What follows belongs to an exercise in optimizing a design on an open flow for small area, a short achievable clock period and few clock cycles; a production flow would make more cautious choices.

==> module nnctrl, before the edit <==
module nnctrl ( reset, clk, input_signal, in, category,
                ram_addr, ram_we, ram_wdata, ram_rdata, rom_addr, rom_rdata,
                done, ready, score0, score1 ) ;
	input 		reset, clk ;
	input		input_signal ;
	input[31:0] in ;
	output 		category ;
	output[10:0]	ram_addr ;
	output		ram_we ;
	output[31:0]	ram_wdata ;
	input[31:0]	ram_rdata ;
	output[16:0]	rom_addr ;
	input[31:0]	rom_rdata ;
	output reg	done ;
	output reg	ready ;
	output[31:0]	score0, score1 ;
	localparam INIT = 2'd0, IN = 2'd1, COMP = 2'd2, FIN = 2'd3 ;
	reg [1:0]	state ;
	reg [1:0]	icnt ;
	reg		isig_d ;
	reg		we ;
	reg		f0_en, f0_bias ;	 
	reg [2:1]	f_en ;
	reg [5:1]	f_bias ;
	reg [10:0]	addr_ram ;
	reg [16:0]	addr_rom ;
	reg [6:0]	m ;			 
	reg [15:0]	one_r, two_r, neg_r ;	 
	reg [14:0]	xe_r ;
	reg		sa_r ;
	reg [31:0]	wr ;
	reg [62:12]	sr, cr, tr, ur ;	 
	reg		cl_r ;	 
	reg [31:0]	acc, res ;
	assign ram_addr = addr_ram ;
	assign ram_we = we ;
	assign ram_wdata = res ;
	assign rom_addr = addr_rom ;
	assign score0 = res ;
	assign score1 = acc ;
	wire		en = f_en[2] ;
	wire [32:0]	xb = { ram_rdata, 1'b0 } ;
	wire [15:0]	one_d, two_d, neg_d ;
	genvar j ;
	generate for ( j = 0 ; j < 16 ; j = j+1 ) begin : enc
		wire x1 = xb[2*j+2], x0 = xb[2*j+1], xm = xb[2*j] ;
		assign one_d[j] = en & ( x0 ^ xm ) ;
		assign two_d[j] = ( en & ( ( x1 & ~x0 & ~xm ) | ( ~x1 & x0 & xm ) ) ) | ( j == 15 && f_bias[2] ) ;
		assign neg_d[j] = en & x1 & ~( x0 & xm ) ;
	end endgenerate
	wire [62:12]	tsr, tcr, ttr, tur ;
	wire		tcl ;
	neural aNeural ( .one(one_r), .two(two_r), .neg(neg_r), .xe(xe_r), .sa(sa_r), .w(wr), .r0(tsr), .r1(tcr), .r2(ttr), .r3(tur), .cl(tcl) ) ;
	reg		lc ;
	wire		resolve = f_bias[5] ;
	wire		clr = ( resolve && state != FIN ) || done || state == INIT ;
	wire [31:0]	a0 = clr ? 32'd0 : acc ;
	wire		lo_c ;
	wire [31:0]	acc_next ;
	accum aAccum ( .r0(sr), .r1(cr), .r2(tr), .r3(ur), .cl(cl_r), .a0(a0), .lc(lc), .acc_next(acc_next), .lo_c(lo_c) ) ;
	classfier classfier ( reset, clk, state == FIN && resolve, res, acc, category ) ;
	wire rise = input_signal & ~isig_d ;
	wire last = f0_en && ( addr_ram == 11'd999 || addr_ram == 11'd1124 ) ;
	always @( posedge clk ) begin
		one_r <= one_d ;
		two_r <= two_d ;
		neg_r <= neg_d ;
		xe_r <= en ? ram_rdata[14:0] : 15'd0 ;
		sa_r <= en & ram_rdata[31] ;
		wr <= rom_rdata ;
		sr <= tsr ;
		cr <= tcr ;
		tr <= ttr ;
		ur <= tur ;
		cl_r <= tcl ;
		acc <= acc_next ;
		lc <= lo_c ;
		if ( input_signal )
			res <= in ;
		else if ( resolve && state == COMP )
			res <= acc ;
	end
	always @( posedge clk ) begin
		if ( state == INIT || ( state == FIN && resolve ) ) begin
			addr_ram <= 11'd0 ;
			addr_rom <= 17'd0 ;
			m <= 7'd0 ;
		end
		else if ( state == IN || state == COMP ) begin
			if ( last ) begin
				addr_ram <= { 4'b1000, m } ;
				addr_rom <= addr_rom+1 ;
				m <= m+1 ;
			end
			else if ( f0_bias )
				addr_ram <= ( m >= 7'd100 ) ? 11'd1025 : 11'd0 ;
			else if ( f0_en ) begin
				addr_ram <= addr_ram+1 ;
				addr_rom <= addr_rom+1 ;
			end
		end
	end
	always @( posedge clk or posedge reset ) begin
		if ( reset ) begin
			state <= INIT ;
			icnt <= 2'd0 ;
			isig_d <= 1'b0 ;
			we <= 1'b0 ;
			f0_en <= 1'b0 ;
			f0_bias <= 1'b0 ;
			f_en <= 2'd0 ;
			f_bias <= 5'd0 ;
			done <= 1'b0 ;
			ready <= 1'b0 ;
		end
		else begin
			isig_d <= input_signal ;
			f_en <= { f_en[1], f0_en } ;
			f_bias <= { f_bias[4:1], f0_bias } ;
			done <= 1'b0 ;
			case ( state )
			INIT: begin
				icnt <= icnt+1 ;
				if ( icnt == 2'd3 ) begin
					state <= IN ;
					ready <= 1'b1 ;
				end
			end
			IN: begin
				if ( last ) begin
					f0_en <= 1'b0 ;
					f0_bias <= 1'b1 ;
					we <= 1'b1 ;
					state <= COMP ;
					ready <= 1'b0 ;
				end
				else begin
					f0_en <= rise ;
					we <= rise ;
				end
			end
			COMP: begin
				if ( last ) begin
					f0_en <= 1'b0 ;
					f0_bias <= 1'b1 ;
					we <= 1'b1 ;
				end
				else if ( f0_bias ) begin
					f0_bias <= 1'b0 ;
					we <= 1'b0 ;
					if ( m == 7'd102 ) begin
						f0_en <= 1'b0 ;
						state <= FIN ;
					end
					else
						f0_en <= 1'b1 ;
				end
				else begin
					f0_en <= 1'b1 ;
					we <= ( addr_ram == 11'd1123 ) && !m[0] ;
				end
			end
			FIN: begin
				if ( resolve ) begin
					done <= 1'b1 ;
					ready <= 1'b1 ;
					state <= IN ;
				end
			end
			endcase
		end
	end
endmodule
export LEC_CHECK = 0
export ABC_CLOCK_PERIOD_IN_PS = 3000
export CAP_MARGIN = 20
export CORE_MARGIN = 2
export CORE_UTILIZATION = 55
export SLEW_MARGIN = 20
create_clock -name core_clock -period 11.0 [get_ports {clk}]
standard.sh (not shown) runs the stock make flow with config.mk's settings and CLKGATE_MAP_FILE= SYNTH_SCRIPT=/design/flow/synth_recipe.tcl, a recipe that flattens the netlist after the stock synthesis.
==> flow/flow/run.sh <==
#!/bin/bash
set -euo pipefail
W=$(pwd)
R=$W/orfs/results/$FLOW_PLATFORM/nnctrl/base
bash standard.sh synth > synth.log 2>&1
cp $R/1_2_yosys.v $W/synth_standard.v
python3 $W/flow/polarity.py $W/synth_standard.v $W/synth_polarity.v > polarity.log 2>&1
python3 $W/flow/fastfa.py $W/synth_polarity.v $R/1_2_yosys.v 2.8 '^\\?[sctu]r\[' > fastfa.log 2>&1
rm -f $R/1_synth.odb
bash standard.sh finish SETUP_SLACK_MARGIN=7.2 TNS_END_PERCENT=100 > layout.log 2>&1
Other scripts of this flow, unchanged in this note and not shown: flow/flow/fastfa.py, flow/flow/polarity.py
Change:
--- a/flow/design.v
+++ b/flow/design.v
@@ -3379,7 +3379,11 @@
 	neural aNeural ( .one(one_r), .two(two_r), .neg(neg_r), .xe(xe_r), .sa(sa_r), .w(wr), .r0(tsr), .r1(tcr), .r2(ttr), .r3(tur), .cl(tcl) ) ;
 	reg		lc ;
 	wire		resolve = f_bias[5] ;
-	wire		clr = ( resolve && state != FIN ) || done || state == INIT ;
+	reg		clr ;
+	wire		init_next = state == INIT && icnt != 2'd3 ;
+	wire		fin_next = ( state == COMP && f0_bias && m == 7'd102 ) || ( state == FIN && !resolve ) ;
+	wire		done_next = state == FIN && resolve ;
+	wire		clr_next = ( f_bias[4] && !fin_next ) || done_next || init_next ;
 	wire [31:0]	a0 = clr ? 32'd0 : acc ;
 	wire		lo_c ;
 	wire [31:0]	acc_next ;
@@ -3438,9 +3442,11 @@
 			f_bias <= 5'd0 ;
 			done <= 1'b0 ;
 			ready <= 1'b0 ;
+			clr <= 1'b1 ;
 		end
 		else begin
 			isig_d <= input_signal ;
+			clr <= clr_next ;
 			f_en <= { f_en[1], f0_en } ;
 			f_bias <= { f_bias[4:1], f0_bias } ;
 			done <= 1'b0 ;
Non-clock buffer count rises by 14.
Area after synthesis rises by 0.52%.
Wire length rises by 0.50%.
Global-route usage is about the same.
Design area hardly moves.
Via count rises by 1.9%.
Worst setup slack improved by 0.80 ns.
Core utilization is about the same.
Register-to-register slack improved by 0.80 ns.
Count of clock-buffer cells in the layout falls by 5.
Fmax rises by 19%.
No run of this note included a check of the RTL's function; only the layout flow was run.

## separate check: timing with driven ports
No port has a modelled driver above. Below, the same layouts with a new extraction and two added sets of constraints. Step 1 assumes that a clkbuf_16 drives the clock port and a buf_2 every other input. Step 2 times the ports against the registers' clock, not the clock port: input delays grow and output delays shrink by t, the midpoint of the rising clock arrivals with the driver on. a / b / c = ideal / step 1 / step 2; a / b = the first two.
| run | t, ns | slack for setup (ns) | cell pins on the clock port's net |
|---|---|---|---|
| the first run | 0.668 | 6.043 / 6.043 / 6.043 | 1 |
| the second run | 0.669 | 6.839 / 6.839 / 6.839 | 1 |
After both steps setup and hold are still met in every run listed.
